Background: an optimization exercise with open tools, aiming at small area and a short achievable clock period. Do not read the settings as production practice.
Only simulation tests tie the RTL to the original design; equivalence was not proved.
Power is estimated from default activity; no workload was simulated.

## flow/design.v (module list and top-level ports; edited modules follow where they fit)
// module ALU_a: 37 lines
// module ALU_s: 22 lines
// module ALU_c: 28 lines
// module CP0: 117 lines
// module Control: 194 lines
// module DM_Interface: 32 lines
// module EX: 109 lines
// module EX_MEM: 155 lines
// module Exception: 47 lines
// module Forward: 255 lines
// module ID: 396 lines
// module ID_EX: 129 lines
// module IF: 41 lines
// module IF_ID: 36 lines
// module IM_Interface: 28 lines
// module MEM: 131 lines
// module MEM_WB: 148 lines
// module MUL_DIV: 89 lines
// module booth_mul33: 1756 lines
// module RegFile: 31 lines
// module WB: 96 lines
// module isBranch: 41 lines
// module mycpu_top: 746 lines
module mycpu_top(
    input clk, 
    input resetn,
    input ext_int,
    output inst_sram_en,
    output [3:0] inst_sram_wen,
    output [31:0] inst_sram_addr,
    output [31:0] inst_sram_wdata,
    input [31:0] inst_sram_rdata,
    output data_sram_en,
    output [3:0] data_sram_wen,
    output [31:0] data_sram_addr,
    output [31:0] data_sram_wdata,
    input [31:0] data_sram_rdata,
    output [31:0] debug_wb_pc,
    output [3:0] debug_wb_rf_wen,
    output [4:0] debug_wb_rf_wnum,
    output [31:0] debug_wb_rf_wdata
);
  // ...
==> flow/run.sh <==
#!/bin/bash
# synth_recipe.tcl (not shown) runs the flow's synth.tcl, then flattens the netlist and writes it again
# the make line also repeats each setting of config.mk as NAME=value (left out here)
make -C /OpenROAD-flow-scripts/flow DESIGN_CONFIG=/design/flow/config.mk WORK_HOME=/design/flow/orfs CLKGATE_MAP_FILE= SYNTH_SCRIPT=/design/flow/synth_recipe.tcl finish
==> flow/config.mk <==
export PLATFORM = sky130hd
export DESIGN_NAME = mycpu_top
export DESIGN_NICKNAME = mycpu_top
export VERILOG_FILES = /design/flow/design.v
export SDC_FILE = /design/flow/constraint.sdc
export NUM_CORES = 4
export LEC_CHECK = 0
export CAP_MARGIN = 20
export CORE_MARGIN = 2
export CORE_UTILIZATION = 50
export PLACE_DENSITY = 0.6
export SLEW_MARGIN = 20
==> flow/constraint.sdc <==
create_clock -name core_clock -period 20.0 [get_ports {clk}]
set_input_delay 4.0000 -clock core_clock [delete_from_list [all_inputs] [get_ports {clk}]]
set_output_delay 4.0000 -clock core_clock [all_outputs]
set_load 0.01 [all_outputs]
==> impl_metrics.json, run 1 <==
{
  "synth_top_family_by_area": "compound AO/OA/AOI/OAI gates",
  "fin_util": 0.5580,
  "clock_cell_area_share": 0.05233,
  "gp_congestion": 1.078,
  "via_count": 140700,
  "critPathLaunch": "EX_MEM_U.write_dst[1]$_SDFF_PN0_",
  "relSlewSlack": 0.1081,
  "synth_edf_count": 1025,
  "p_leak_nw": 61.46,
  "finClkSkew_ps": 73.42,
  "cts_tree": "yes",
  "crit_arrival_ps": 12640,
  "syn-cell-area_sq_mm": 0.1504,
  "numPortBuffers": 238,
  "fin_area_sq_mm": 0.1671,
  "seq_cell_count": 2315,
  "period_share": 0.8318,
  "clk_transition_reported_paths_ps": 60,
  "nets": 16960,
  "synth.area.top_cells": "edfxtp_1 (20%), dfxtp_1 (17%), fa_1 (6.2%)",
  "synth_top_area_frac": 0.2046,
  "routedWlPerCell_um": 38.13,
  "status": "no timing/DRC/antenna violations",
  "yosys.area.top_type": "edfxtp_1",
  "pwr-share-comb": 0.324,
  "rsz0062_at_grt": "false",
  "fmax_ghz": 0.06011,
  "place_area_sq_mm": 0.1582,
  "synth-seq-cells": 2315,
  "grt_pass1_vias": 127600,
  "top_usage_layer": "met2",
  "setup_slack_ps": 3364,
  "holdPathEnd": "MEM_WB_U.reg_data1[21]$_SDFF_PN0_",
  "holdWs_ps": 415.3,
  "pre_cts_ws_ps": 4285
}
==> module ALU_a, before the edit <==
module ALU_a(
    input [31:0] valA,
    input [31:0] valB ,
    input [2:0] aluOp,
    output [31:0] alu_out,
    output overflow
);
    assign alu_out = AluOut(valA, valB, aluOp);
    assign overflow=OverFlow(valA, valB, aluOp, alu_out);
    function [31:0] AluOut;
        input [31:0] valA;
        input [31:0] valB;
        input [2:0] aluOp;
        case (aluOp)
            0:AluOut = valA+valB; 
            1: AluOut = valA+valB;
            2:AluOut = valA-valB;
            3:AluOut = valA-valB;
            4:AluOut = valA & valB;
            5: AluOut = valA | valB;
            6:AluOut = valA ^ valB;
            7:AluOut = ~(valA | valB);
            default: AluOut = 0;
        endcase
    endfunction
    function OverFlow;
        input [31:0] valA;
        input [31:0] valB;
        input [2:0] aluOp;
        input [31:0] alu_out;
        case (aluOp)
            3'b000:OverFlow=(~(valA[31] ^ valB[31])) & (alu_out[31] ^ valA[31]);
            3'b010:OverFlow =(valA[31]^valB[31]) & (valA[31]^alu_out[31]) ;
            default: OverFlow = 0;
        endcase
    endfunction
endmodule  
==> module ALU_s, before the edit <==
module ALU_s(
    input[31:0] valA,  
    input[31:0] valB,  
    input [2:0] aluOp,
    output [31:0] alu_out
);
    assign alu_out = AluOut(valA, valB, aluOp);
    function [31:0] AluOut;
        input [31:0]valA;
        input [31:0] valB; 
        input [2:0] aluOp;
        case (aluOp)
            0:AluOut= valB << valA;
            2:AluOut = valB >> valA;
            3:AluOut = ($signed(valB)) >>> valA;
            4:AluOut = valB << valA;
            6:AluOut = valB >> valA;
            7:AluOut = ($signed(valB)) >>> valA;
            default: AluOut = 0;
        endcase
    endfunction
endmodule  
==> module DM_Interface, before the edit <==
module DM_Interface(
    input [3:0] data_sram_wen_in,  
    input [31:0] EX_data_sram_addr,
    input [31:0] MEM_data_sram_addr,
    input addrSrc,                      
    input [31:0] data_sram_wdata_in ,   
    input [31:0] data_sram_rdata_in,    
    output data_sram_en,                
    output [3:0] data_sram_wen_out,     
    output [31:0] data_sram_addr,       
    output [31:0] data_sram_wdata_out,  
    output [31:0] data_sram_rdata_out  
);
    assign data_sram_en = 1;
    assign data_sram_wen_out = data_sram_wen_in;
    wire [31:0] data_sram_addr_raw = addrSrc ? MEM_data_sram_addr : EX_data_sram_addr;
    assign data_sram_addr = ( data_sram_addr_raw[31:28] == 4'ha 
        || data_sram_addr_raw[31:28] == 4'hb ) ? data_sram_addr_raw - 32'ha0000000 : data_sram_addr_raw;
    assign data_sram_wdata_out = DataSramWdata(data_sram_wdata_in, data_sram_addr);
    assign data_sram_rdata_out = data_sram_rdata_in;
    function [31:0] DataSramWdata;
        input [31:0] data_sram_wdata_in;
        input [31:0] data_sram_addr;
        case (data_sram_addr[1:0])
            2'b00: DataSramWdata = data_sram_wdata_in;
            2'b01: DataSramWdata = {data_sram_wdata_in[23:0], 8'b0};
            2'b10: DataSramWdata = {data_sram_wdata_in[15:0], 16'b0};
            2'b11: DataSramWdata = {data_sram_wdata_in[7:0], 24'b0};
            default: DataSramWdata = data_sram_wdata_in;
        endcase
    endfunction
endmodule  
==> module EX, before the edit <==
module EX(
    input clk,
    input rst_n,
    input [31:0] PC_in,
    input [31:0] PC4_in,
    input [4:0] write_dst_in,
    input write_reg_in,
    input write_cp0reg_in,
    input [31:0]  reg_data1_in,
    input [31:0] reg_data2_in,
    input [31:0] extImm,
    input [31:0] Inst_in,
    input [1:0] write_hilo_in,
    input trap_in,
    input [2:0] extOp_in,
    input [3:0] write_data_src_in,
    input [2:0] aluOp,
    input [4:0] sa,
    input flush,
    input [3:0] data_sram_wen_in,
    input IF_addr_fault_in,
    input delay_slot_in,
    input ri_fault_in,
    input soft_int_in,
    input [31:0] fwd_data1,
    input [31:0] fwd_data2,
    input [1:0] fwdSrc,
    output [31:0] PC_out,
    output [31:0] Inst_out,
    output [31:0] PC4_out,
    output[3:0]  data_sram_wen_out,
    output [31:0] data_sram_addr, 
    output [31:0] data_sram_wdata,
    output write_reg_out,
    output write_cp0reg_out,
    output [4:0] write_dst_out,
    output [31:0] reg_data1_out,
    output [31:0] reg_data2_out,
    output [1:0] write_hilo_out,
    output [2:0] extOp_out,
    output [3:0] write_data_src_out,
    output [31:0] alu_a_out,
    output [31:0] alu_s_out,
    output [31:0] alu_c_out,
    output trap_out,
    output IF_addr_fault_out,
    output ri_fault_out,
    output overflow_out,
    output soft_int_out,
    output delay_slot_out
);
    reg [31:0] reg_data1;
    reg [31:0] reg_data2;
    wire [31:0] valA_a = reg_data1;
    wire [31:0] valB_a = Inst_in[31:29] == 3'b000 ? reg_data2 : extImm;
    wire [31:0] valA_s = Inst_in[2] == 1'b1 ? reg_data1[4:0] : sa;
    wire [31:0] valB_s = reg_data2;
    wire [31:0] valA_c = valA_a;
    wire [31:0] valB_c = valB_a;
    wire overflow;
    wire alu_a_overflow;
    ALU_a ALU_a_U(valA_a, valB_a, aluOp, alu_a_out, alu_a_overflow);
    assign overflow = OverFlow(Inst_in, alu_a_overflow);
    ALU_s ALU_s_U(valA_s, valB_s, aluOp, alu_s_out);
    ALU_c ALU_c_U(valA_c, valB_c, aluOp, alu_c_out);
    assign data_sram_wen_out = data_sram_wen_in & {4{~flush}};
    assign PC_out = PC_in;
    assign Inst_out = Inst_in & {32{~flush}};
    assign PC4_out = PC4_in;
    assign data_sram_addr = alu_a_out;
    assign data_sram_wdata = reg_data2;
    assign write_reg_out = write_reg_in & (~flush);
    assign write_cp0reg_out = write_cp0reg_in & (~flush);
    assign write_dst_out = write_dst_in;
    assign reg_data1_out = reg_data1;
    assign reg_data2_out = reg_data2;
    assign write_hilo_out = write_hilo_in & {2{~flush}};
    assign extOp_out = extOp_in;
    assign write_data_src_out = write_data_src_in;
    assign trap_out = trap_in & (~flush);
    assign IF_addr_fault_out = IF_addr_fault_in & (~flush);
    assign ri_fault_out = ri_fault_in &  (~flush);
    assign overflow_out = overflow & (~flush);
    assign soft_int_out = soft_int_in & (~flush);
    assign delay_slot_out = delay_slot_in & (~flush);
    always @(*) begin
        if(fwdSrc[0]) reg_data1 = fwd_data1;
        else reg_data1 = reg_data1_in;
    end
    always @(*) begin
        if(fwdSrc[1]) reg_data2 = fwd_data2;
        else reg_data2 = reg_data2_in;
    end
    function OverFlow;
        input[31:0] Inst;
        input alu_a_overflow;
        if(Inst[31:26] == 0) begin  
            case (Inst[5:0])    
                6'b100000:OverFlow = alu_a_overflow;
                6'b100010:OverFlow = alu_a_overflow; 
                default: OverFlow = 0;
            endcase
        end
        else if(Inst[31:26] == 6'b001000)begin
            OverFlow = alu_a_overflow;
        end
        else OverFlow = 0;
    endfunction
endmodule 
==> module EX_MEM, before the edit <==
module EX_MEM(
    input clk,
    input rst_n,
    input [31:0] PC_in,
    input [31:0] PC4_in,
    input [31:0] Inst_in,
    input [3:0] data_sram_wen_in,
    input [31:0] data_sram_addr_in,
    input [31:0] data_sram_wdata_in,
    input write_reg_in,
    input write_cp0reg_in,
    input [4:0] write_dst_in,
    input [31:0] reg_data1_in,
    input [31:0] reg_data2_in,
    input [1:0] write_hilo_in,
    input [63:0] hilo_in,  
    input [2:0] extOp_in,
    input [3:0] write_data_src_in,
    input [31:0] alu_a_in,
    input [31:0] alu_s_in,
    input [31:0] alu_c_in,
    input trap_in,
    input IF_addr_fault_in,
    input ri_fault_in,
    input overflow_in,
    input soft_int_in,
    input delay_slot_in,
    output [31:0] PC_out,
    output [31:0] PC4_out,
    output [31:0] Inst_out,
    output [3:0] data_sram_wen_out,
    output [31:0] data_sram_addr_out,
    output [31:0] data_sram_wdata_out,
    output write_reg_out,
    output write_cp0reg_out,
    output [4:0] write_dst_out,
    output [31:0] reg_data1_out,
    output [31:0] reg_data2_out,
    output [1:0] write_hilo_out,
    output [63:0] hilo_out,  
    output [2:0] extOp_out,
    output [3:0] write_data_src_out,
    output [31:0] alu_a_out,
    output [31:0] alu_s_out,
    output [31:0] alu_c_out,
    output trap_out ,
    output IF_addr_fault_out,
    output ri_fault_out,
    output overflow_out,
    output soft_int_out,
    output delay_slot_out
);
    reg [31:0] PC;
    reg [31:0] PC4;
    reg [31:0] Inst;
    reg [3:0] data_sram_wen;
    reg [31:0] data_sram_addr;
    reg [31:0] data_sram_wdata;
    reg write_reg;
    reg write_cp0reg;
    reg [4:0] write_dst;
    reg [31:0] reg_data1;
    reg [31:0] reg_data2;
    reg [1:0] write_hilo;
    reg [63:0] hilo;
    reg [2:0] extOp;
    reg [3:0] write_data_src;
    reg [31:0] alu_a;
    reg [31:0] alu_s;
    reg [31:0] alu_c;
    reg trap;
    reg IF_addr_fault;
    reg ri_fault;
    reg overflow;
    reg soft_int;
    reg delay_slot;
    assign PC_out = PC;
    assign PC4_out = PC4;
    assign Inst_out = Inst;
    assign data_sram_wen_out = data_sram_wen;
    assign data_sram_addr_out = data_sram_addr;
    assign data_sram_wdata_out = data_sram_wdata;
    assign write_reg_out = write_reg;
    assign write_cp0reg_out = write_cp0reg;
    assign write_dst_out = write_dst;
    assign reg_data1_out = reg_data1;
    assign reg_data2_out = reg_data2;
    assign write_hilo_out = write_hilo;
    assign hilo_out = hilo;
    assign extOp_out = extOp;
    assign write_data_src_out = write_data_src;
    assign alu_a_out = alu_a;
    assign alu_s_out = alu_s;
    assign alu_c_out = alu_c;
    assign trap_out  = trap;
    assign IF_addr_fault_out = IF_addr_fault;
    assign ri_fault_out = ri_fault;
    assign overflow_out = overflow;
    assign delay_slot_out = delay_slot;
    assign soft_int_out = soft_int;
    always @(posedge clk) begin
        if(!rst_n) begin 
            PC <= 0;
            PC4 <= 0;
            Inst <= 0;
            data_sram_wen <= 0;
            data_sram_addr <= 0;
            data_sram_wdata <= 0;
            write_reg <= 0;
            write_cp0reg <=0 ;
            write_dst <= 0;
            reg_data1 <= 0;
            reg_data2 <= 0;
            write_hilo <= 0;
            hilo <=0 ;
            extOp <= 0;
            write_data_src <= 0;
            alu_a <= 0;
            alu_s <= 0;
            alu_c <= 0;
            trap <= 0;
            IF_addr_fault <= 0;
            ri_fault <= 0;
            overflow <= 0;
            delay_slot <= 0;
            soft_int <= 0;
        end 
        else begin
            PC <= PC_in;
            PC4 <= PC4_in;
            Inst <= Inst_in;
            data_sram_wen <= data_sram_wen_in;
            data_sram_addr <= data_sram_addr_in;
            data_sram_wdata <= data_sram_wdata_in ;
            write_reg <= write_reg_in;
            write_cp0reg <= write_cp0reg_in;
            write_dst <= write_dst_in;
            reg_data1 <= reg_data1_in;
            reg_data2 <= reg_data2_in;
            write_hilo <= write_hilo_in;
            hilo <= hilo_in;
            extOp <= extOp_in;
            write_data_src <= write_data_src_in;
            alu_a <= alu_a_in;
            alu_s <= alu_s_in;
            alu_c <= alu_c_in;
            trap <= trap_in;
            IF_addr_fault <= IF_addr_fault_in;
            ri_fault <= ri_fault_in;
            overflow <= overflow_in;
            delay_slot <= delay_slot_in;
            soft_int <= soft_int_in;
        end
    end
endmodule  
==> module MUL_DIV, before the edit <==
module MUL_DIV(
    input clk,
    input rst_n,
    input [31:0] ID_Inst,
    input [31:0] Inst,
    input [31:0] reg_data1,
    input [31:0] reg_data2,
    output running,
    output reg [31:0] hi,
    output reg [31:0] lo
);
    reg Running;
    reg [5:0] state;
    reg signA;
    reg signB;
    reg [31:0] divisor;
    reg [31:0] rem;
    reg [31:0] quo;
    wire div_en = DivEN(Inst);
    assign running = Running;
    wire mul_signed = ~Inst[0];
    wire [32:0] mul_a = {mul_signed & reg_data1[31], reg_data1};
    wire [32:0] mul_b = {mul_signed & reg_data2[31], reg_data2};
    wire [63:0] mul_res;
    booth_mul33 booth_mul33_U(.a(mul_a), .b(mul_b), .p(mul_res));
    always @(*) begin
        case (Inst[1:0])
            2'b10: begin
                hi = (signA ^ rem[31]) ? -rem : rem;
                lo = (signA ^ signB) ? -quo :  quo;
            end 
            2'b11:begin
                hi = rem;
                lo = quo;
            end 
            default: begin
                hi = mul_res[63:32];
                lo = mul_res[31:0];
            end
        endcase
    end
    wire [32:0] tmp_val = {rem, quo[31]} - {1'b0, divisor};
    always @(posedge clk) begin
        if(!rst_n) begin
            signA <= 0;
            signB <= 0;
            state <= 0;
            rem <= 0;
            quo <= 0;
        end
        else if(div_en && state == 0 && Running) begin
            signA <= reg_data1[31];
            signB <= reg_data2[31];
            rem <= 0;
            quo <= (Inst[0]==1'b0 & reg_data1[31]) ? (~reg_data1)+1 : reg_data1;
            divisor <= (Inst[0]==1'b0 & reg_data2[31]) ? (~reg_data2)+1 : reg_data2;
            state <= 32;
        end
        else if (state != 0) begin
            if(tmp_val[32] == 1'b1) begin
                rem <= {rem[30:0], quo[31]};
                quo <= {quo[30:0], 1'b0};
            end
            else begin
                rem <= tmp_val[31:0];
                quo <= {quo[30:0], 1'b1};
            end
            state <= state - 1;
        end
    end
    wire ID_div = DivEN(ID_Inst);
    always @(posedge clk) begin
        if(!rst_n) begin
            Running <= 0;
        end
        else if(ID_div && !Running) begin
            Running <= 1;
        end
        else if(state == 1) begin
            Running <= 0;
        end
    end
    function DivEN;
        input [31:0] Inst;
        if (Inst[31:26] == 0 && (Inst[5:0] == 6'b011010 || Inst[5:0] == 6'b011011))
            DivEN = 1;
        else DivEN = 0;
    endfunction
endmodule  
==> module RegFile, before the edit <==
module RegFile(
    input clk,
    input rst_n,
    input [4:0] readReg1,
    input [4:0] readReg2,
    input [31:0] write_data,
    input [4:0] writeReg,
    input write_en,
    output [31:0] read_data1,
    output [31:0] read_data2
);
    reg [31:0] Regs[1:31];
    reg [31:1] valid;
    always @(posedge clk) begin
        if (write_en && writeReg != 0)
            Regs[writeReg] <= write_data;
    end
    always @(posedge clk) begin
        if (rst_n == 1'b0)
            valid <= 0;
        else if (write_en && writeReg != 0)
            valid[writeReg] <= 1'b1;
    end
    wire [31:0] valid0 = {valid, 1'b0};
    wire [31:0] m1 = Regs[readReg1] & {32{valid0[readReg1]}};
    wire [31:0] m2 = Regs[readReg2] & {32{valid0[readReg2]}};
    wire byp1 = write_en && readReg1 == writeReg && readReg1 != 0;
    wire byp2 = write_en && readReg2 == writeReg && readReg2 != 0;
    assign read_data1 = byp1 ? write_data : m1;
    assign read_data2 = byp2 ? write_data : m2;
endmodule  
==> run 2, diff against run 1 <==
--- a/flow/design.v
+++ b/flow/design.v
@@ -4,35 +4,29 @@
     input [2:0] aluOp,
     output [31:0] alu_out,
-    output overflow
+    output overflow,
+    output [31:0] slt_out,
+    output [31:0] sum_out
 );
-    assign alu_out = AluOut(valA, valB, aluOp);
-    assign overflow=OverFlow(valA, valB, aluOp, alu_out);
-    function [31:0] AluOut;
-        input [31:0] valA;
-        input [31:0] valB;
-        input [2:0] aluOp;
-        case (aluOp)
-            0:AluOut = valA+valB; 
-            1: AluOut = valA+valB;
-            2:AluOut = valA-valB;
-            3:AluOut = valA-valB;
-            4:AluOut = valA & valB;
-            5: AluOut = valA | valB;
-            6:AluOut = valA ^ valB;
-            7:AluOut = ~(valA | valB);
-            default: AluOut = 0;
-        endcase
-    endfunction
-    function OverFlow;
-        input [31:0] valA;
-        input [31:0] valB;
-        input [2:0] aluOp;
-        input [31:0] alu_out;
+    wire sub = aluOp[1] & ~aluOp[2];
+    wire [31:0] b_in = valB ^ {32{sub}};
+    wire [32:0] sum = {1'b0, valA} + {1'b0, b_in} + {32'b0, sub};
+    wire [31:0] addsub = sum[31:0];
+    assign sum_out = addsub;
+    reg [31:0] out;
+    always @(*) begin
         case (aluOp)
-            3'b000:OverFlow=(~(valA[31] ^ valB[31])) & (alu_out[31] ^ valA[31]);
-            3'b010:OverFlow =(valA[31]^valB[31]) & (valA[31]^alu_out[31]) ;
-            default: OverFlow = 0;
+            3'd4: out = valA & valB;
+            3'd5: out = valA | valB;
+            3'd6: out = valA ^ valB;
+            3'd7: out = ~(valA | valB);
+            default: out = addsub;
         endcase
-    endfunction
+    end
+    assign alu_out = out;
+    assign overflow = (aluOp == 3'b000) ? (~(valA[31] ^ valB[31]) & (addsub[31] ^ valA[31])) :
+                      (aluOp == 3'b010) ? ((valA[31] ^ valB[31]) & (valA[31] ^ addsub[31])) : 1'b0;
+    wire lt_u = ~sum[32];
+    wire lt_s = (valA[31] ^ valB[31]) ? valA[31] : addsub[31];
+    assign slt_out = {31'b0, (aluOp == 3'b010) ? lt_s : ((aluOp == 3'b011) ? lt_u : 1'b0)};
 endmodule  
 module ALU_s(
@@ -42,47 +36,16 @@
     output [31:0] alu_out
 );
-    assign alu_out = AluOut(valA, valB, aluOp);
-    function [31:0] AluOut;
-        input [31:0]valA;
-        input [31:0] valB; 
-        input [2:0] aluOp;
-        case (aluOp)
-            0:AluOut= valB << valA;
-            2:AluOut = valB >> valA;
-            3:AluOut = ($signed(valB)) >>> valA;
-            4:AluOut = valB << valA;
-            6:AluOut = valB >> valA;
-            7:AluOut = ($signed(valB)) >>> valA;
-            default: AluOut = 0;
-        endcase
-    endfunction
-endmodule  
-module ALU_c(
-    input [31:0] valA,
-    input [31:0] valB,
-    input [2:0] aluOp,
-    output [31:0] alu_out
-);
-    assign alu_out = AluOut(valA,valB, aluOp);
-    function [31:0]AluOut;
-        input [31:0] valA;
-        input [31:0] valB;
-        input [2:0] aluOp;
-        case (aluOp)
-            3'b010 : begin
-                if(valA[31] == 1'b0 && valB[31] == 1'b0)
-                    AluOut = valA < valB ? 1 : 0;
-                else if(valA[31] == 1'b0 && valB[31] == 1'b1)
-                    AluOut = 0;
-                else if(valA[31] == 1'b1 && valB[31] == 1'b0)
-                    AluOut = 1;
-                else AluOut = valA < valB ? 1 : 0; 
-            end 
-            3'b011:begin
-                AluOut = valA < valB ? 1 : 0;
-            end
-            default: AluOut = 0;
-        endcase
+    wire left = ~aluOp[1] & ~aluOp[0];
+    wire zero = ~aluOp[1] & aluOp[0];
+    wire fill = aluOp[1] & aluOp[0] & valB[31];
+    function [31:0] rev;
+        input [31:0] x;
+        integer k;
+        for (k = 0; k < 32; k = k + 1) rev[k] = x[31-k];
     endfunction
+    wire [31:0] x = left ? rev(valB) : valB;
+    wire [63:0] y = {{32{fill}}, x} >> valA[4:0];
+    wire [31:0] r = left ? rev(y[31:0]) : y[31:0];
+    assign alu_out = zero ? 32'b0 : r;
 endmodule  
 module CP0(
@@ -413,7 +376,7 @@
     assign data_sram_wen_out = data_sram_wen_in;
     wire [31:0] data_sram_addr_raw = addrSrc ? MEM_data_sram_addr : EX_data_sram_addr;
-    assign data_sram_addr = ( data_sram_addr_raw[31:28] == 4'ha 
-        || data_sram_addr_raw[31:28] == 4'hb ) ? data_sram_addr_raw - 32'ha0000000 : data_sram_addr_raw;
-    assign data_sram_wdata_out = DataSramWdata(data_sram_wdata_in, data_sram_addr);
+    wire kseg1 = data_sram_addr_raw[31:29] == 3'b101;
+    assign data_sram_addr = {kseg1 ? 3'b000 : data_sram_addr_raw[31:29], data_sram_addr_raw[28:0]};
+    assign data_sram_wdata_out = DataSramWdata(data_sram_wdata_in, MEM_data_sram_addr);
     assign data_sram_rdata_out = data_sram_rdata_in;
     function [31:0] DataSramWdata;
@@ -456,4 +419,10 @@
     input [31:0] fwd_data2,
     input [1:0] fwdSrc,
+    input [31:0] mul_hi,
+    input [31:0] mul_lo,
+    input [31:0] mul_hi_b,
+    input mul_hi_c,
+    output [31:0] hib_out,
+    output hic_out,
     output [31:0] PC_out,
     output [31:0] Inst_out,
@@ -483,5 +452,9 @@
     reg [31:0] reg_data2;
     wire [31:0] valA_a = reg_data1;
-    wire [31:0] valB_a = Inst_in[31:29] == 3'b000 ? reg_data2 : extImm;
+    wire [5:0] ex_opcode = Inst_in[31:26];
+    wire [31:0] extImm_c = (ex_opcode == 6'b001111) ? ~{Inst_in[15:0], 16'b0} :
+                           ((ex_opcode[3] & ex_opcode[2]) ? {16'b0, Inst_in[15:0]} :
+                                                            {{16{Inst_in[15]}}, Inst_in[15:0]});
+    wire [31:0] valB_a = Inst_in[31:29] == 3'b000 ? reg_data2 : extImm_c;
     wire [31:0] valA_s = Inst_in[2] == 1'b1 ? reg_data1[4:0] : sa;
     wire [31:0] valB_s = reg_data2;
@@ -490,14 +463,24 @@
     wire overflow;
     wire alu_a_overflow;
-    ALU_a ALU_a_U(valA_a, valB_a, aluOp, alu_a_out, alu_a_overflow);
+    wire [31:0] alu_a_raw, alu_c_raw, alu_s_raw;
+    wire [31:0] alu_sum;
+    ALU_a ALU_a_U(valA_a, valB_a, aluOp, alu_a_raw, alu_a_overflow, alu_c_raw, alu_sum);
     assign overflow = OverFlow(Inst_in, alu_a_overflow);
-    ALU_s ALU_s_U(valA_s, valB_s, aluOp, alu_s_out);
-    ALU_c ALU_c_U(valA_c, valB_c, aluOp, alu_c_out);
+    ALU_s ALU_s_U(valA_s, valB_s, aluOp, alu_s_raw);
+    assign alu_a_out = (write_hilo_in == 2'b11) ? mul_lo :
+                       (write_data_src_in == 4'd1) ? alu_c_raw :
+                       (write_data_src_in == 4'd2) ? alu_s_raw :
+                       (write_data_src_in == 4'd5) ? reg_data1 :
+                       (write_data_src_in == 4'd8) ? reg_data2 : alu_a_raw;
+    assign alu_s_out = 32'b0;
+    assign alu_c_out = 32'b0;
     assign data_sram_wen_out = data_sram_wen_in & {4{~flush}};
     assign PC_out = PC_in;
     assign Inst_out = Inst_in & {32{~flush}};
     assign PC4_out = PC4_in;
-    assign data_sram_addr = alu_a_out;
-    assign data_sram_wdata = reg_data2;
+    assign data_sram_addr = alu_sum;
+    assign data_sram_wdata = write_hilo_in[1] ? mul_hi : (write_hilo_in[0] ? mul_lo : reg_data2);
+    assign hib_out = write_hilo_in[1] ? mul_hi_b : 32'b0;
+    assign hic_out = write_hilo_in[1] & mul_hi_c;
     assign write_reg_out = write_reg_in & (~flush);
     assign write_cp0reg_out = write_cp0reg_in & (~flush);
@@ -539,4 +522,8 @@
 endmodule 
 module EX_MEM(
+    input [31:0] hib_in,
+    input hic_in,
+    output reg [31:0] hib_out,
+    output reg hic_out,
     input clk,
     input rst_n,
@@ -640,4 +627,6 @@
     always @(posedge clk) begin
         if(!rst_n) begin 
+            hib_out <= 0;
+            hic_out <= 0;
             PC <= 0;
             PC4 <= 0;
@@ -666,4 +655,6 @@
         end 
         else begin
+            hib_out <= hib_in;
+            hic_out <= hic_in;
             PC <= PC_in;
             PC4 <= PC4_in;
@@ -741,25 +732,22 @@
 endmodule  
 module Forward(
-    input [31:0] ID_Inst,
-    input [31:0] EX_Inst,
-    input [31:0] MEM_Inst ,
-    input [31:0] WB_Inst,
-    input [4:0] WB_write_dst,
-    input [4:0] MEM_write_dst,
-    input  WB_write_reg,
-    input MEM_write_reg,
-    input [3:0] WB_write_data_src,
-    input [3:0] MEM_write_data_src,
-    input [31:0] MEM_alu_a,
-    input [31:0] MEM_alu_s,
-    input [31:0] MEM_alu_c,
+    input clk,
+    input rst_n,
+    input [31:0] nID_Inst,
+    input [31:0] nEX_Inst,
+    input [4:0] nMEM_write_dst,
+    input nMEM_write_reg,
+    input [3:0] nMEM_write_data_src,
+    input [31:0] nMEM_Inst,
+    input [4:0] nWB_write_dst,
+    input nWB_write_reg,
+    input [3:0] nWB_write_data_src,
+    input [31:0] nWB_Inst,
+    input [1:0] nWB_write_hilo,
+    input [31:0] MEM_R,
     input [31:0] MEM_data_sram_rdata,
-    input [31:0] WB_alu_a, 
-    input [31:0] WB_alu_s,
-    input [31:0] WB_alu_c,
+    input [31:0] WB_R,
+    input [31:0] WB_S,
     input [31:0] WB_PC4,
-    input [31:0] WB_data_sram_rdata,
-    input [1:0] WB_write_hilo,
-    input [63:0] WB_hilo,
     input [31:0] reg_hi,
     input [31:0] reg_lo,
@@ -768,230 +756,122 @@
     input [31:0] CP0_Cause,
     input [31:0] CP0_EPC,
-    output reg [31:0] ID_fwd_data1,
-    output reg [31:0] ID_fwd_data2,
-    output reg [1:0] ID_fwdSrc,
+    output [31:0] ID_fwd_data1,
+    output [31:0] ID_fwd_data2,
+    output [1:0] ID_fwdSrc,
     output [1:0] ID_fwd_ld,
-    output reg [31:0] fwd_data1,
-    output reg [31:0] fwd_data2,
-    output reg [1:0] fwdSrc  
+    output [31:0] fwd_data1,
+    output [31:0] fwd_data2,
+    output [1:0] fwdSrc
 );
-    wire [4:0] ID_rs = ID_Inst[25:21];
-    wire [4:0] ID_rt = ID_Inst[20:16];
-    wire [4:0] rs = EX_Inst[25:21];
-    wire [4:0] rt = EX_Inst[20:16];
-    wire EX_Rtype = EX_Inst[31:26] == 0 ? 1 : 0;
-    always @(*) begin
-        if(MEM_write_dst == rs && MEM_write_dst != 0 && MEM_write_reg) begin
-            fwdSrc[0] = 1;
-            case (MEM_write_data_src)
-                0: fwd_data1 = MEM_alu_a;
-                1: fwd_data1 = MEM_alu_c;
-                2: fwd_data1 = MEM_alu_s;
-                7: begin  
-                    case (MEM_Inst[15:11])
-                        8 :fwd_data1 = CP0_BadVAddr;
-                        12:fwd_data1 = CP0_Status;
-                        13:fwd_data1 = CP0_Cause;
-                        14:fwd_data1 = CP0_EPC;
-                        default: begin 
-                            fwdSrc[0] = 0;
-                            fwd_data1 = 0;
-                        end
-                    endcase
-                end
-                default: begin
-                    fwd_data1 = 0;
-                    fwdSrc[0] = 0;
-                end
-            endcase
-        end
-        else if(WB_write_dst == rs && WB_write_dst != 0 && WB_write_reg) begin
-            fwdSrc[0] = 1;
-            case (WB_write_data_src)
-                0: fwd_data1 = WB_alu_a;
-                1: fwd_data1 = WB_alu_c;
-                2: fwd_data1 = WB_alu_s;
-                3: fwd_data1 = WB_PC4 + 4;
-                6: fwd_data1 = WB_data_sram_rdata;
-                default: begin
-                    fwd_data1 = 0;
-                    fwdSrc[0] = 0;
-                end
-            endcase
-        end
-        else begin
-            fwd_data1 = 0;
-            fwdSrc[0] = 0;
-        end
-    end
-    always @(*) begin
-        if(MEM_write_dst == rt && MEM_write_dst != 0 && MEM_write_reg) begin
-            fwdSrc[1] = 1;
-            case (MEM_write_data_src)
-                0: fwd_data2 = MEM_alu_a;
-                1: fwd_data2 = MEM_alu_c;
-                2: fwd_data2 = MEM_alu_s;
-                7: begin  
-                    case (MEM_Inst[15:11])
-                        8 :fwd_data2 = CP0_BadVAddr;
-                        12:fwd_data2 = CP0_Status;
-                        13:fwd_data2 = CP0_Cause;
-                        14:fwd_data2 = CP0_EPC;
-                        default: begin 
-                            fwdSrc[1] = 0;
-                            fwd_data2 = 0;
-                        end
-                    endcase
-                end
-                default: begin
-                    fwd_data2 = 0;
-                    fwdSrc[1] = 0;
-                end
-            endcase
-        end
-        else if(WB_write_dst == rt && WB_write_dst != 0 && WB_write_reg) begin
-            fwdSrc[1] = 1;
-            case (WB_write_data_src)
-                0: fwd_data2 = WB_alu_a;
-                1: fwd_data2 = WB_alu_c;
-                2: fwd_data2 = WB_alu_s;
-                6: fwd_data2 = WB_data_sram_rdata;
-                default: begin
-                    fwd_data2 = 0;
-                    fwdSrc[1] = 0;
-                end
-            endcase
-        end
-        else begin
-            fwd_data2 = 0;
-            fwdSrc[1] = 0;
-        end
-    end
-    assign ID_fwd_ld[0] = MEM_write_dst == ID_rs && MEM_write_dst != 0 && MEM_write_reg && MEM_write_data_src == 6;
-    assign ID_fwd_ld[1] = MEM_write_dst == ID_rt && MEM_write_dst != 0 && MEM_write_reg && MEM_write_data_src == 6;
-    always @(*) begin
-        if(MEM_write_dst == ID_rs && MEM_write_dst != 0 && MEM_write_reg) begin
-            ID_fwdSrc[0] = 1;
-            case (MEM_write_data_src)
-                0: ID_fwd_data1 = MEM_alu_a;
-                1: ID_fwd_data1 = MEM_alu_c;
-                2: ID_fwd_data1 = MEM_alu_s;
-                4: begin
-                    if(MEM_Inst[1]) begin  
-                        if(WB_write_hilo[0]) 
-                            ID_fwd_data1 = WB_hilo[31:0];
-                        else ID_fwd_data1 = reg_lo;    
-                    end
-                    else begin  
-                        if(WB_write_hilo[1]) 
-                            ID_fwd_data1 = WB_hilo[63:32];
-                        else ID_fwd_data1 = reg_hi;
-                    end
-                end
-                6: ID_fwd_data1 = 0;  
-                7: begin  
-                    case (MEM_Inst[15:11])
-                        8 :ID_fwd_data1 = CP0_BadVAddr;
-                        12:ID_fwd_data1 = CP0_Status;
-                        13:ID_fwd_data1 = CP0_Cause;
-                        14:ID_fwd_data1 = CP0_EPC;
-                        default: begin 
-                            ID_fwdSrc[0] = 0;
-                            ID_fwd_data1 = 0;
-                        end
-                    endcase
-                end
-                default: begin
-                    ID_fwd_data1 = 0;
-                    ID_fwdSrc[0] = 0;
-                end
-            endcase
-        end
-        else if(WB_write_dst == ID_rs && WB_write_dst != 0 && WB_write_reg) begin
-            ID_fwdSrc[0] = 1;
-            case (WB_write_data_src)
-                0: ID_fwd_data1 = WB_alu_a;
-                1: ID_fwd_data1 = WB_alu_c;
-                2: ID_fwd_data1 = WB_alu_s;
-                4: begin
-                    if(WB_Inst[1]) begin
-                        ID_fwd_data1 = reg_lo;
-                    end
-                    else ID_fwd_data1 = reg_hi;
-                end
-                6: ID_fwd_data1 = WB_data_sram_rdata;
-                default: begin
-                    ID_fwd_data1 = 0;
-                    ID_fwdSrc[0] = 0;
-                end
-            endcase
-        end
-        else begin
-            ID_fwd_data1 = 0;
-            ID_fwdSrc[0] = 0;
+    localparam S_MEMR = 0, S_LD = 1, S_BAD = 2, S_STA = 3, S_CAU = 4, S_EPC = 5,
+               S_WBR = 6, S_WBS = 7, S_WBPC8 = 8, S_LO = 9, S_HI = 10, S_ZERO = 11;
+    function [10:0] cp0sel;
+        input [4:0] rd;
+        case (rd)
+            8:  cp0sel = 11'b1 << S_BAD;
+            12: cp0sel = 11'b1 << S_STA;
+            13: cp0sel = 11'b1 << S_CAU;
+            14: cp0sel = 11'b1 << S_EPC;
+            default: cp0sel = 11'b0;
+        endcase
+    endfunction
+    function [10:0] ExSel;
+        input [4:0] r;
+        input is_rs;
+        input [4:0] mdst; input mreg; input [3:0] msrc; input [31:0] minst;
+        input [4:0] wdst; input wreg; input [3:0] wsrc;
+        begin
+            ExSel = 11'b0;
+            if (mdst == r && mdst != 0 && mreg) begin
+                case (msrc)
+                    0, 1, 2: ExSel = 11'b1 << S_MEMR;
+                    7: ExSel = cp0sel(minst[15:11]);
+                    default: ExSel = 11'b0;
+                endcase
+            end
+            else if (wdst == r && wdst != 0 && wreg) begin
+                case (wsrc)
+                    0, 1, 2: ExSel = 11'b1 << S_WBR;
+                    3: ExSel = is_rs ? (11'b1 << S_WBPC8) : 11'b0;
+                    6: ExSel = 11'b1 << S_WBS;
+                    default: ExSel = 11'b0;
+                endcase
+            end
         end
-    end
-    always @(*) begin
-        if(MEM_write_dst == ID_rt && MEM_write_dst != 0 && MEM_write_reg) begin
-            ID_fwdSrc[1] = 1;
-            case (MEM_write_data_src)
-                0: ID_fwd_data2 = MEM_alu_a;
-                1: ID_fwd_data2 = MEM_alu_c;
-                2: ID_fwd_data2 = MEM_alu_s;
-                4: begin
-                    if(MEM_Inst[1]) begin  
-                        if(WB_write_hilo[0]) 
-                            ID_fwd_data2 = WB_hilo[31:0];
-                        else ID_fwd_data2 = reg_lo;    
+    endfunction
+    function [11:0] IdSel;
+        input [4:0] r;
+        input [4:0] mdst; input mreg; input [3:0] msrc; input [31:0] minst;
+        input [4:0] wdst; input wreg; input [3:0] wsrc; input [31:0] winst; input [1:0] whilo;
+        reg mfwd;
+        begin
+            IdSel = 12'b0;
+            mfwd = 1'b0;
+            if (mdst == r && mdst != 0 && mreg) begin
+                mfwd = 1'b1;
+                case (msrc)
+                    0, 1, 2: IdSel = 12'b1 << S_MEMR;
+                    4: begin
+                        if (minst[1])  
+                            IdSel = whilo[0] ? ((whilo == 2'b11) ? (12'b1 << S_WBR) : (12'b1 << S_WBS))
+                                             : (12'b1 << S_LO);
+                        else           
+                            IdSel = whilo[1] ? (12'b1 << S_WBS) : (12'b1 << S_HI);
                     end
-                    else begin  
-                        if(WB_write_hilo[1]) 
-                            ID_fwd_data2 = WB_hilo[63:32];
-                        else ID_fwd_data2 = reg_hi;
+                    6: IdSel = 12'b1 << S_LD;
+                    7: begin
+                        IdSel = {1'b0, cp0sel(minst[15:11])};
+                        mfwd = |IdSel;
                     end
-                end
-                6: ID_fwd_data2 = 0;  
-                7: begin  
-                    case (MEM_Inst[15:11])
-                        8 :ID_fwd_data2 = CP0_BadVAddr;
-                        12:ID_fwd_data2 = CP0_Status;
-                        13:ID_fwd_data2 = CP0_Cause;
-                        14:ID_fwd_data2 = CP0_EPC;
-                        default: begin
-                            ID_fwd_data2 = 0;
-                            ID_fwdSrc[1] = 0;
-                        end
-                    endcase
-                end
-                default: begin
-                    ID_fwd_data2 = 0;
-                    ID_fwdSrc[1] = 0;
-                end
-            endcase
+                    default: mfwd = 1'b0;
+                endcase
+            end
+            if (!mfwd && wdst == r && wdst != 0 && wreg) begin
+                case (wsrc)
+                    0, 1, 2, 5, 8: IdSel = 12'b1 << S_WBR;
+                    3: IdSel = 12'b1 << S_WBPC8;
+                    4: IdSel = winst[1] ? (12'b1 << S_LO) : (12'b1 << S_HI);
+                    6: IdSel = 12'b1 << S_WBS;
+                    7: IdSel = (winst[2:0] == 3'b000 && cp0sel(winst[15:11]) != 11'b0) ?
+                               {1'b0, cp0sel(winst[15:11])} : (12'b1 << S_ZERO);
+                    default: IdSel = 12'b1 << S_ZERO;
+                endcase
+            end
         end
-        else if(WB_write_dst == ID_rt && WB_write_dst != 0 && WB_write_reg) begin
-            ID_fwdSrc[1] = 1;
-            case (WB_write_data_src)
-                0: ID_fwd_data2 = WB_alu_a;
-                1: ID_fwd_data2 = WB_alu_c;
-                2: ID_fwd_data2 = WB_alu_s;
-                4: begin
-                    if(WB_Inst[1]) begin
-                        ID_fwd_data2 = reg_lo;
-                    end
-                    else ID_fwd_data2 = reg_hi;
-                end
-                6: ID_fwd_data2 = WB_data_sram_rdata;
-                default: begin
-                    ID_fwd_data2 = 0;
-                    ID_fwdSrc[1] = 0;
-                end
-            endcase
+    endfunction
+    wire [10:0] nE1 = ExSel(nEX_Inst[25:21], 1'b1, nMEM_write_dst, nMEM_write_reg, nMEM_write_data_src, nMEM_Inst,
+                            nWB_write_dst, nWB_write_reg, nWB_write_data_src);
+    wire [10:0] nE2 = ExSel(nEX_Inst[20:16], 1'b0, nMEM_write_dst, nMEM_write_reg, nMEM_write_data_src, nMEM_Inst,
+                            nWB_write_dst, nWB_write_reg, nWB_write_data_src);
+    wire [11:0] nI1 = IdSel(nID_Inst[25:21], nMEM_write_dst, nMEM_write_reg, nMEM_write_data_src, nMEM_Inst,
+                            nWB_write_dst, nWB_write_reg, nWB_write_data_src, nWB_Inst, nWB_write_hilo);
+    wire [11:0] nI2 = IdSel(nID_Inst[20:16], nMEM_write_dst, nMEM_write_reg, nMEM_write_data_src, nMEM_Inst,
+                            nWB_write_dst, nWB_write_reg, nWB_write_data_src, nWB_Inst, nWB_write_hilo);
+    reg [10:0] e1, e2;
+    reg [11:0] i1, i2;
+    always @(posedge clk) begin
+        if (!rst_n) begin
+            e1 <= 0; e2 <= 0; i1 <= 0; i2 <= 0;
         end
         else begin
-            ID_fwd_data2 = 0;
-            ID_fwdSrc[1] = 0;
+            e1 <= nE1; e2 <= nE2; i1 <= nI1; i2 <= nI2;
         end
     end
+    wire [31:0] WB_PC8 = WB_PC4 + 32'd4;
+    function [31:0] pick;
+        input [10:0] s;
+        input [31:0] memR, bad, sta, cau, epc, wbR, wbS, wbPC8, lo, hi;
+        pick = ({32{s[S_MEMR]}} & memR) | ({32{s[S_BAD]}} & bad) | ({32{s[S_STA]}} & sta) |
+               ({32{s[S_CAU]}} & cau) | ({32{s[S_EPC]}} & epc) | ({32{s[S_WBR]}} & wbR) |
+               ({32{s[S_WBS]}} & wbS) | ({32{s[S_WBPC8]}} & wbPC8) | ({32{s[S_LO]}} & lo) |
+               ({32{s[S_HI]}} & hi);
+    endfunction
+    assign fwd_data1 = pick(e1, MEM_R, CP0_BadVAddr, CP0_Status, CP0_Cause, CP0_EPC, WB_R, WB_S, WB_PC8, reg_lo, reg_hi);
+    assign fwd_data2 = pick(e2, MEM_R, CP0_BadVAddr, CP0_Status, CP0_Cause, CP0_EPC, WB_R, WB_S, WB_PC8, reg_lo, reg_hi);
+    assign fwdSrc = {|e2, |e1};
+    assign ID_fwd_data1 = pick(i1[10:0], MEM_R, CP0_BadVAddr, CP0_Status, CP0_Cause, CP0_EPC, WB_R, WB_S, WB_PC8, reg_lo, reg_hi);
+    assign ID_fwd_data2 = pick(i2[10:0], MEM_R, CP0_BadVAddr, CP0_Status, CP0_Cause, CP0_EPC, WB_R, WB_S, WB_PC8, reg_lo, reg_hi);
+    assign ID_fwdSrc = {|i2, |i1};
+    assign ID_fwd_ld = {i2[S_LD], i1[S_LD]};
 endmodule  
 module ID(
@@ -1012,4 +892,9 @@
     input [1:0] ID_fwd_ld,
     input [31:0] ld_data,
+    input [4:0] next_rs,
+    input [4:0] next_rt,
+    input [31:0] ld_raw,
+    input [1:0] ld_addr,
+    input [2:0] ld_extOp,
     output [31:0] PC_out,
     output [31:0] PC4_out,
@@ -1073,5 +958,5 @@
     assign delay_slot_out = branch_inst_PC + 4 == PC_in;
     assign soft_int = isbranch && (nextPC == PC_in) && (~flush);
-    RegFile RegFile_U(.clk(clk), .rst_n(rst_n), .readReg1(rs), .readReg2(rt), 
+    RegFile RegFile_U(.clk(clk), .rst_n(rst_n), .readReg1(next_rs), .readReg2(next_rt), 
             .write_data(write_reg_data), .writeReg(write_dst_in), .write_en(write_reg_in),
             .read_data1(valA_raw), .read_data2(valB_raw));
@@ -1184,13 +1069,34 @@
     wire isGEZ  = opcode == 6'b000001 && rt[3:1] == 3'b000 && rt[0] == 1'b1;
     wire isLTZ  = opcode == 6'b000001 && rt[3:1] == 3'b000 && rt[0] == 1'b0;
-    wire eqAB  = valA == valB;
-    wire zeroA = valA == 32'b0;
+    wire fa = ID_fwd_ld[0];
+    wire fb = ID_fwd_ld[1];
+    wire [31:0] X = fa ? valB_e : valA_e;
+    wire [4:0] lsh = {ld_addr, 3'b000};
+    wire ld_w8  = ld_extOp == 3'd0 || ld_extOp == 3'd1;
+    wire ld_w16 = ld_extOp == 3'd2 || ld_extOp == 3'd3;
+    wire ld_sgn = ld_extOp == 3'd0 || ld_extOp == 3'd2;
+    wire [31:0] wmask = ld_w8 ? 32'h000000ff : (ld_w16 ? 32'h0000ffff : 32'hffffffff);
+    wire [31:0] E = X << lsh;
+    wire [31:0] M = wmask << lsh;
+    wire [31:0] mask_hi = wmask & ~(32'hffffffff >> lsh);
+    wire xtop = ld_w8 ? X[7] : (ld_w16 ? X[15] : X[31]);
+    wire C1 = (X & mask_hi) == 32'b0;
+    wire C2 = ((X & ~wmask) == ({32{ld_sgn & xtop}} & ~wmask));
+    wire eq_ld = (&((ld_raw ~^ E) | ~M)) & C1 & C2;
+    wire zero_ld = &(~ld_raw | ~M);
+    wire [5:0] spos = (ld_w8 ? 6'd7 : (ld_w16 ? 6'd15 : 6'd31)) + {1'b0, lsh};
+    wire sbit = (spos < 6'd32) ? ld_raw[spos[4:0]] : 1'b0;
+    wire a31_ld = (ld_w8 | ld_w16) ? (ld_sgn & sbit) : ((ld_addr == 2'b00) & ld_raw[31]);
+    wire eqAB  = (fa | fb) ? ((fa & fb) | eq_ld) : (valA_e == valB_e);
+    wire zeroA = fa ? zero_ld : (valA_e == 32'b0);
+    wire signA = fa ? a31_ld : valA_e[31];
     assign br_cond = (isBEQ & eqAB) | (isBNE & ~eqAB)
-                   | (isBLEZ & (valA[31] | zeroA)) | (isBGTZ & ~valA[31] & ~zeroA)
-                   | (isGEZ & ~valA[31]) | (isLTZ & valA[31]);
+                   | (isBLEZ & (signA | zeroA)) | (isBGTZ & ~signA & ~zeroA)
+                   | (isGEZ & ~signA) | (isLTZ & signA);
     assign br_isJR = isJR;
     assign br_early = isJ | isERET;
-    wire [31:0] brt = PC4_in + {extImm[29:0], 2'b00};
-    wire [31:0] jt = {PC4_in[31:28], target, 2'b00};
+    wire [31:0] PC4_c = PC_in + 32'd4;
+    wire [31:0] brt = PC4_in;
+    wire [31:0] jt = {PC4_c[31:28], target, 2'b00};
     assign br_target = isJ ? jt : (isERET ? epc : brt);
     always @(posedge clk) begin
@@ -1913,5 +1819,7 @@
     output running,
     output reg [31:0] hi,
-    output reg [31:0] lo
+    output reg [31:0] lo,
+    output [31:0] hi_b,
+    output hi_c
 );
     reg Running;
@@ -1927,6 +1835,10 @@
     wire [32:0] mul_a = {mul_signed & reg_data1[31], reg_data1};
     wire [32:0] mul_b = {mul_signed & reg_data2[31], reg_data2};
-    wire [63:0] mul_res;
-    booth_mul33 booth_mul33_U(.a(mul_a), .b(mul_b), .p(mul_res));
+    wire [31:0] mul_lo, mul_ha, mul_hb;
+    wire mul_c;
+    booth_mul33 booth_mul33_U(.a(mul_a), .b(mul_b), .p_lo(mul_lo), .p_c(mul_c), .p_ha(mul_ha), .p_hb(mul_hb));
+    wire is_div_op = Inst[1];
+    assign hi_b = is_div_op ? 32'b0 : mul_hb;
+    assign hi_c = is_div_op ? 1'b0 : mul_c;
     always @(*) begin
         case (Inst[1:0])
@@ -1940,6 +1852,6 @@
             end 
             default: begin
-                hi = mul_res[63:32];
-                lo = mul_res[31:0];
+                hi = mul_ha;
+                lo = mul_lo;
             end
         endcase
@@ -1996,5 +1908,8 @@
     input [32:0] a,
     input [32:0] b,
-    output [63:0] p
+    output [31:0] p_lo,
+    output p_c,
+    output [31:0] p_ha,
+    output [31:0] p_hb
 );
     wire one0 = b[0] ^ 1'b0;
@@ -3747,5 +3662,7 @@
     wire [63:0] ra = {t1083, t1081, t1079, t1077, t1075, t1073, t1071, t1069, t1067, t1065, t1063, t1061, t1059, t1057, t1055, t1053, t1051, t1049, t1047, t1045, t1043, t1041, t1039, t1037, t1035, t1033, t1031, t1029, t1027, t1025, t1023, t1021, t1019, t1017, t1015, t1013, t1011, t1009, t1007, t1005, t1003, t1001, t999, t997, t995, t993, t991, t989, t987, t985, t983, t981, t979, t977, t975, t973, t971, t969, t967, t965, t963, t961, pp0[1], pp0[0]};
     wire [63:0] rb = {t1082, t1080, t1078, t1076, t1074, t1072, t1070, t1068, t1066, t1064, t1062, t1060, t1058, t1056, t1054, t1052, t1050, t1048, t1046, t1044, t1042, t1040, t1038, t1036, t1034, t1032, t1030, t1028, t1026, t1024, t1022, t1020, t1018, t1016, t1014, t1012, t1010, t1008, t1006, t1004, t1002, t1000, t998, t996, t994, t992, t990, t988, t986, t984, t982, t980, t978, t976, t974, t972, t970, t968, t966, t964, t962, neg1, 1'b0, neg0};
-    assign p = ra + rb;
+    assign {p_c, p_lo} = {1'b0, ra[31:0]} + {1'b0, rb[31:0]};
+    assign p_ha = ra[63:32];
+    assign p_hb = rb[63:32];
 endmodule
 module RegFile(
@@ -3777,6 +3694,17 @@
     wire byp1 = write_en && readReg1 == writeReg && readReg1 != 0;
     wire byp2 = write_en && readReg2 == writeReg && readReg2 != 0;
-    assign read_data1 = byp1 ? write_data : m1;
-    assign read_data2 = byp2 ? write_data : m2;
+    reg [31:0] rd1, rd2;
+    always @(posedge clk) begin
+        if (rst_n == 1'b0) begin
+            rd1 <= 0;
+            rd2 <= 0;
+        end
+        else begin
+            rd1 <= byp1 ? write_data : m1;
+            rd2 <= byp2 ? write_data : m2;
+        end
+    end
+    assign read_data1 = rd1;
+    assign read_data2 = rd2;
 endmodule  
 module WB(
@@ -3937,4 +3865,14 @@
 );
     wire [31:0] fetch_addr;
+    wire [31:0] nID_Inst;
+    wire [31:0] IF_brt;
+    wire [31:0] MEM_alu_a_in;
+    wire [2:0] MEM_extOp_in;
+    wire [31:0] WB_PC4_c;
+    wire [31:0] MEM_S_out;
+    wire [31:0] MUL_DIV_hi;
+    wire [31:0] MUL_DIV_lo;
+    wire [31:0] MUL_DIV_hi_b, EX_hib_out, MEM_hib;
+    wire MUL_DIV_hi_c, EX_hic_out, MEM_hic;
     wire [1:0] IF_PCSrc_in;
     wire [31:0] IF_nextPC_in;
@@ -4026,5 +3964,5 @@
         .Inst_in(IF_Inst_out),
         .PC_in(IF_PC_out),
-        .PC4_in(IF_PC4_out),
+        .PC4_in(IF_brt),
         .IF_addr_fault_in(IF_addr_fault_out),
         .stall(ID_stall_in),
@@ -4056,4 +3994,9 @@
         .ID_fwd_ld(ID_fwd_ld),
         .ld_data(MEM_mem_ext_data_out),
+        .next_rs(nID_Inst[25:21]),
+        .next_rt(nID_Inst[20:16]),
+        .ld_raw(data_sram_rdata),
+        .ld_addr(MEM_alu_a_in[1:0]),
+        .ld_extOp(MEM_extOp_in),
         .PC_out(ID_PC_out),
         .PC4_out(ID_PC4_out),
@@ -4207,4 +4150,10 @@
         .fwd_data2(fwd_data2),
         .fwdSrc(fwdSrc),
+        .mul_hi(MUL_DIV_hi),
+        .mul_lo(MUL_DIV_lo),
+        .mul_hi_b(MUL_DIV_hi_b),
+        .mul_hi_c(MUL_DIV_hi_c),
+        .hib_out(EX_hib_out),
+        .hic_out(EX_hic_out),
         .PC_out(EX_PC_out),
         .Inst_out(EX_Inst_out),
@@ -4233,6 +4182,4 @@
     wire MUL_DIV_running;
     wire [63:0] MUL_DIV_hilo;
-    wire [31:0] MUL_DIV_hi;
-    wire [31:0] MUL_DIV_lo;
     MUL_DIV MUL_DIV_U(
         .clk(clk),
@@ -4244,5 +4191,7 @@
         .running(MUL_DIV_running),
         .hi(MUL_DIV_hi),
-        .lo(MUL_DIV_lo)
+        .lo(MUL_DIV_lo),
+        .hi_b(MUL_DIV_hi_b),
+        .hi_c(MUL_DIV_hi_c)
     );
     assign MUL_DIV_hilo = {MUL_DIV_hi, MUL_DIV_lo};
@@ -4260,7 +4209,5 @@
     wire [1:0] MEM_write_hilo_in;
     wire [63:0] MEM_hilo_in;
-    wire [2:0] MEM_extOp_in;
     wire [3:0] MEM_write_data_src_in;
-    wire [31:0] MEM_alu_a_in;
     wire [31:0] MEM_alu_s_in;
     wire [31:0] MEM_alu_c_in;
@@ -4298,4 +4245,8 @@
     wire MEM_delay_slot_out;
     EX_MEM EX_MEM_U(
+        .hib_in(EX_hib_out),
+        .hic_in(EX_hic_out),
+        .hib_out(MEM_hib),
+        .hic_out(MEM_hic),
         .clk(clk),
         .rst_n(resetn),
@@ -4309,8 +4260,8 @@
         .write_cp0reg_in(EX_write_cp0reg_out),
         .write_dst_in(EX_write_dst_out),
-        .reg_data1_in(EX_reg_data1_out),
-        .reg_data2_in(EX_reg_data2_out),
+        .reg_data1_in(32'b0),
+        .reg_data2_in(32'b0),
         .write_hilo_in(EX_write_hilo_out),
-        .hilo_in(MUL_DIV_hilo),
+        .hilo_in(64'b0),
         .extOp_in(EX_extOp_out),
         .write_data_src_in(EX_write_data_src_out),
@@ -4462,13 +4413,13 @@
         .write_cp0reg_in(MEM_write_cp0reg_out),
         .write_dst_in(MEM_write_dst_out),
-        .reg_data1_in(MEM_reg_data1_out),
-        .reg_data2_in(MEM_reg_data2_out),
+        .reg_data1_in(32'b0),
+        .reg_data2_in(32'b0),
         .write_hilo_in(MEM_write_hilo_out),
-        .hilo_in(MEM_hilo_out),
+        .hilo_in(64'b0),
         .write_data_src_in(MEM_write_data_src_out),
         .alu_a_in(MEM_alu_a_out),
         .alu_s_in(MME_alu_s_out),
         .alu_c_in(MEM_alu_c_out),
-        .mem_ext_data_in(MEM_mem_ext_data_out),
+        .mem_ext_data_in(MEM_S_out),
         .trap_in(MEM_trap_out),
         .IF_addr_fault_in(MEM_IF_addr_fault_out),
@@ -4506,25 +4457,22 @@
     wire [31:0] reg_lo;
     Forward Forward_U(
-        .ID_Inst(ID_Inst_in),
-        .EX_Inst(EX_Inst_in),
-        .MEM_Inst(MEM_Inst_in),
-        .WB_Inst(WB_Inst_in),
-        .WB_write_dst(WB_write_dst_in),
-        .MEM_write_dst(MEM_write_dst_in),
-        .WB_write_reg(WB_write_reg_in),
-        .MEM_write_reg(MEM_write_reg_in),
-        .WB_write_data_src(WB_write_data_src_in),
-        .MEM_write_data_src(MEM_write_data_src_in),
-        .MEM_alu_a(MEM_alu_a_in),
-        .MEM_alu_s(MEM_alu_s_in),
-        .MEM_alu_c(MEM_alu_c_in),
+        .clk(clk),
+        .rst_n(resetn),
+        .nID_Inst(nID_Inst),
+        .nEX_Inst(EX_stall ? EX_Inst_in : ID_Inst_out),
+        .nMEM_write_dst(EX_write_dst_out),
+        .nMEM_write_reg(EX_write_reg_out),
+        .nMEM_write_data_src(EX_write_data_src_out),
+        .nMEM_Inst(EX_Inst_out),
+        .nWB_write_dst(MEM_write_dst_out),
+        .nWB_write_reg(MEM_write_reg_out),
+        .nWB_write_data_src(MEM_write_data_src_out),
+        .nWB_Inst(MEM_Inst_out),
+        .nWB_write_hilo(MEM_write_hilo_out),
+        .MEM_R(MEM_alu_a_in),
         .MEM_data_sram_rdata(MEM_mem_ext_data_out),
-        .WB_alu_a(WB_alu_a_in),
-        .WB_alu_c(WB_alu_c_in),
-        .WB_alu_s(WB_alu_s_in),
-        .WB_PC4(WB_PC4_in),
-        .WB_data_sram_rdata(WB_mem_ext_data_in),
-        .WB_write_hilo(WB_write_hilo_in),
-        .WB_hilo(WB_hilo_in),
+        .WB_R(WB_alu_a_in),
+        .WB_S(WB_mem_ext_data_in),
+        .WB_PC4(WB_PC4_c),
         .reg_hi(reg_hi),
         .reg_lo(reg_lo),
@@ -4545,17 +4493,17 @@
         .rst_n(resetn),
         .PC_in(WB_PC_in),
-        .PC4(WB_PC4_in),
+        .PC4(WB_PC4_c),
         .Inst(WB_Inst_in),
         .write_reg_in(WB_write_reg_in),
         .write_cp0reg_in(WB_write_cp0reg_in),
         .write_dst_in(WB_write_dst_in),
-        .reg_data1(WB_reg_data1_in),
-        .reg_data2(WB_reg_data2_in),
+        .reg_data1(WB_alu_a_in),
+        .reg_data2(WB_alu_a_in),
         .write_hilo(WB_write_hilo_in),
-        .hilo(WB_hilo_in),
+        .hilo({WB_mem_ext_data_in, WB_alu_a_in}),
         .write_data_src(WB_write_data_src_in),
         .alu_a(WB_alu_a_in),
-        .alu_s(WB_alu_s_in),
-        .alu_c(WB_alu_c_in),
+        .alu_s(WB_alu_a_in),
+        .alu_c(WB_alu_a_in),
         .mem_ext_data(WB_mem_ext_data_in),
         .flush(WB_flush_in),
@@ -4582,5 +4530,5 @@
         .Inst(WB_Inst_in),
         .write_cp0reg(WB_write_cp0reg_out),
-        .reg_data2(WB_reg_data2_in),
+        .reg_data2(WB_alu_a_in),
         .trap(CP0_trap_in),
         .IF_addr_fault(CP0_IF_addr_fault_in),
@@ -4645,9 +4593,9 @@
         else if(MEM_write_cp0reg_in && MEM_Inst_in[15:11] == 14 && MEM_Inst_in[2:0] == 0) begin
             fwdEpc = 1;
-            fwdEpc_data = MEM_reg_data2_out;
+            fwdEpc_data = MEM_alu_a_in;
         end
         else if(WB_write_cp0reg_in && WB_Inst_in[15:11] == 14 && WB_Inst_in[2:0] == 0) begin
             fwdEpc = 1;
-            fwdEpc_data = WB_reg_data2_in;
+            fwdEpc_data = WB_alu_a_in;
         end
         else begin
@@ -4662,3 +4610,7 @@
     assign fetch_addr = (redirect_ok & ID_br_isJR) ? ID_reg_data1_out :
                         ((redirect_ok & (ID_br_early | ID_br_cond)) ? ID_br_target : fetch_seq);
+    assign WB_PC4_c = WB_PC_in + 32'd4;
+    assign MEM_S_out = (MEM_write_data_src_in == 4'd6) ? MEM_mem_ext_data_out : (MEM_data_sram_wdata_in + MEM_hib + {31'b0, MEM_hic});
+    assign IF_brt = IF_PC4_out + {{14{inst_sram_rdata[15]}}, inst_sram_rdata[15:0], 2'b00};
+    assign nID_Inst = ID_stall_in ? ID_Inst_in : IF_Inst_out;
 endmodule  
--- a/flow/config.mk
+++ b/flow/config.mk
@@ -6,7 +6,7 @@
 export NUM_CORES = 4
 export LEC_CHECK = 0
-export CAP_MARGIN = 20
+export CAP_MARGIN = 60
 export CORE_MARGIN = 2
 export CORE_UTILIZATION = 50
 export PLACE_DENSITY = 0.6
-export SLEW_MARGIN = 20
+export SLEW_MARGIN = 60
==> run 2 against run 1 <==
  * Synthesized area is 3.2% lower
  * Global-route usage rose by 0.19 points
  * Die area down 3.2%
  * Fmax up 24%
  * Cell area shrank 1.4%
  * Setup slack improved by 3200 ps
  * Total power is 9.8% lower
  * Utilization increased by 0.94 points
  * Combinational power fell by 6.5%
  * Largest cell class unchanged
==> impl_metrics.json, run 2 <==
{
  "status": "no timing/DRC/antenna violations",
  "worst_slew_pin_slew_ps": 727.9,
  "hp-class": "flip-flop to flip-flop",
  "setup_tns_ps": 0,
  "rows": 198,
  "grt_pass1_wl_mm": 1035,
  "cts_max_level": 4,
  "overflow": 0,
  "synthCells": 17080,
  "ctsHoldBuffers": 0,
  "routedWlPerCell_um": 36.20,
  "reg2reg_to": "EX_MEM_U.data_sram_wdata[29]$_SDFF_PN0_",
  "dieHeight_um": 543.7,
  "period_share": 0.6724,
  "end_kind": "primary output",
  "via_count": 145700,
  "path_max_fanout": 18,
  "syn_area_per_cell_sq_um": 8.527,
  "power.density_mw_per_mm2": 85.93,
  "ir_worst_vdd_mv": 0.1206,
  "setup_slack_ps": 6553,
  "slew_viol_final": 0,
  "fin_util": 0.5674,
  "rrSetupSlack_ps": 9690,
  "synthToLayoutAreaGrowth_pct": 13.11,
  "cts.sinks": 2039,
  "finClkSkew_ps": 91.71,
  "die_w_um": 543.7,
  "ys_async_sr_fraction": 0,
  "syn-cell-area_sq_mm": 0.1457,
  "layout_commonest_cell": "nand2_1",
  "holdPathEnd": "MEM_WB_U.PC[4]$_SDFF_PN0_",
  "reg2reg_depth": 33,
  "post_cts_buffers": 0,
  "pre_cts_ws_ps": 7441,
  "synth.most_common_cell": "nand2_1",
  "viasPerCell": 6.989,
  "critPathKind": "flip-flop to primary output",
  "cp.required_ps": 16000,
  "yosysSeqAreaShare": 0.3507,
  "start_util": 0.5016,
  "clk_transition_reported_paths_ps": 70,
  "grt_max_degree": 109,
  "rsz0062_at_grt": "false",
  "regMostFlops": "ID_U.RegFile_U.Regs",
  "startpoint_type": "flip-flop",
  "synth-seq-cells": 2039,
  "reg2reg_from": "MEM_WB_U.PC[3]$_SDFF_PN0_",
  "nets": 17560,
  "cts_tree": "yes",
  "drv_cap": 0,
  "hold_viol": 0,
  "antenna_found_initial": 67,
  "setup_violations": 0,
  "drtPass1Iterations": 14,
  "grt_pass1_vias": 133500,
  "cts_root_buf": "clkbuf_16",
  "finalWorstPathRequiredPeriod_ps": 13450,
  "fmax_ghz": 0.07436,
  "clock_path_buffers": 4,
  "yosys_warnings": 21,
  "holdPathStages": 1,
  "cts_buffers": 235,
  "drc": 0,
  "relSlewSlack": 0.5141,
  "mostFrequentLayoutCells": "nand2_1 (2,878), nor2_1 (1,039), edfxtp_1 (1,025), dfxtp_1 (929), a21oi_1 (887)",
  "drt-initial-drc-count": 24270,
  "crit_arrival_ps": 9450,
  "grt.total_usage": 0.4922,
  "p_leak_nw": 61.19,
  "clock_latency_ps": 990,
  "ys.flop_type": "edfxtp_1",
  "drive_gt1_frac": 0.1059,
  "gp_congestion": 1.121,
  "numPortBuffers": 238,
  "core_area_sq_mm": 0.2903,
  "holdCritStartpoint": "EX_MEM_U.PC[4]$_SDFF_PN0_",
  "synth_edf_count": 1025,
  "postRouteAntennaNets": 0,
  "pin_count": 278,
  "largest_reg_flops": 992,
  "die-area_sq_mm": 0.2956,
  "cts_resized": 0,
  "yosysUniqueCellTypes": 100,
  "synth_common_cells": "nand2_1 (2,897), clkbuf_1 (1,294), nor2_1 (1,111)",
  "routed_wl_mm": 754.4,
  "place_hpwl_mm": 498.6,
  "synth.area.top_cells": "edfxtp_1 (21%), dfxtp_1 (14%), nand2_1 (7.5%)",
  "yosys.area.top_type": "edfxtp_1",
  "synth_top_area_frac": 0.2113
}
run 2: cell type report:
type	count	area (sq um)
flip-flops and latches	2039	51200
diodes	53	132.6
well taps	3900	4880
multi-input cells	12760	88680
inverters	735	2775
clock buffers	315	6568
repair buffers	919	9092
fillers	26530	125600
clock inverters	125	1428
run 2: logic make-up after synthesis:
family	synth area share
AO/OA/AOI/OAI	0.2005
XOR/XNOR	0.06789
adder cells (fa/ha/maj)	0.09388
buffers and inverters	0.06135
flip-flops	0.3507
multiplexers	0.04102
other	0.00005156
AND/OR/NAND/NOR	0.1846
run 2: worst max-delay path by stage:
| stage | start | to | slack [ps] | depth (start not counted) |
|---|---|---|---|---|
| after floorplan | data_sram_rdata[2] | inst_sram_addr[10] | 9360 | 13 |
| after global placement | data_sram_rdata[2] | inst_sram_addr[27] | 6950 | 15 |
| after detailed placement | data_sram_rdata[2] | inst_sram_addr[27] | 7440 | 15 |
| after CTS | Forward_U.e2[0]$_SDFF_PN0_ | data_sram_addr[31] | 6900 | 25 |
| after global routing | Forward_U.e2[0]$_SDFF_PN0_ | data_sram_addr[31] | 6430 | 26 |
| final | Forward_U.e2[0]$_SDFF_PN0_ | data_sram_addr[31] | 6550 | 26 |
run 2: power by group:
group	switching (W)	total, W	internal [W]
clock network	0.00196	0.00459	0.00263
logic	0.00312	0.00475	0.00163
registers	0.000276	0.00482	0.00454
run 2: metrics by stage:
step           hold slack (ps)  std cells  total power [W]  cell area, sq um
2_1_floorplan            411.9      17120         0.007479            145800
3_3_place_gp             414.3      20270         0.009314            153000
4_1_cts                  417.8      20760          0.01394            163800
6_report                 404.1      20840          0.01416            164800
3_5_place_dp             418.0      20320         0.009418            155800
5_1_grt                  425.1      20800          0.01455            164600
run 2: worst max-delay path, cell delays in order, from the launching register on:
cell and delay, ps:
dfxtp_1 310, buf_4 470, buf_4 520, a22oi_1 120, nand3_1 160, o21a_2 540, inv_1 90, buf_4 280
o21ai_0 470, xor2_1 240, ha_1 270, and3_1 200, o2111ai_1 70, o211ai_1 170, a211oi_1 470, a31oi_1 270
a31oi_1 360, a311oi_1 220, a221oi_1 290, dlymetal6s2s_1 250, o211ai_1 220, a21oi_1 430, a22oi_1 200, xor2_2 510
mux2_2 320, a21boi_0 360, clkdlybuf4s50_1 610
run 2: per-layer routing:
metal,vias to the layer above,part of all wire,global-route usage
li1,60260,-,-
met1,70770,0.36,0.6004
met2,11480,0.40,0.6861
met3,3103,0.15,0.2125
met4,52,0.088,0.3581
met5,-,0.0015,0.01769

==> separate check: timing with driven ports <==
In the flow no input, the clock included, has a driving cell. The finished layouts below were timed again as built, in two steps. Step 1: set_driving_cell puts a clkbuf_16 on clk and a buf_2 on each other input, an assumption about the parent block. Step 2 moves the port delays by t, midway between the first and last clock arrival at a register: inputs arrive t later, outputs are due t later. That takes back most of the time a late clock gives input paths. a / b / c = no drivers / after step 1 / after step 2; a / b = the first two.
| run | t, ns | setup WS [ns] | worst setup path at the end | latest minus earliest clock arrival (ns) | slew at the worst register clock pin (ns) |
|---|---|---|---|---|---|
| run 1 | 1.048 | 3.364 / 3.241 / 3.624 | input to output | 0.080 / 0.080 | 0.07 / 0.07 |
| run 2 | 1.066 | 6.553 / 6.433 / 7.015 | input to output | 0.093 / 0.093 | 0.08 / 0.08 |
After both steps every run listed still meets setup and hold.
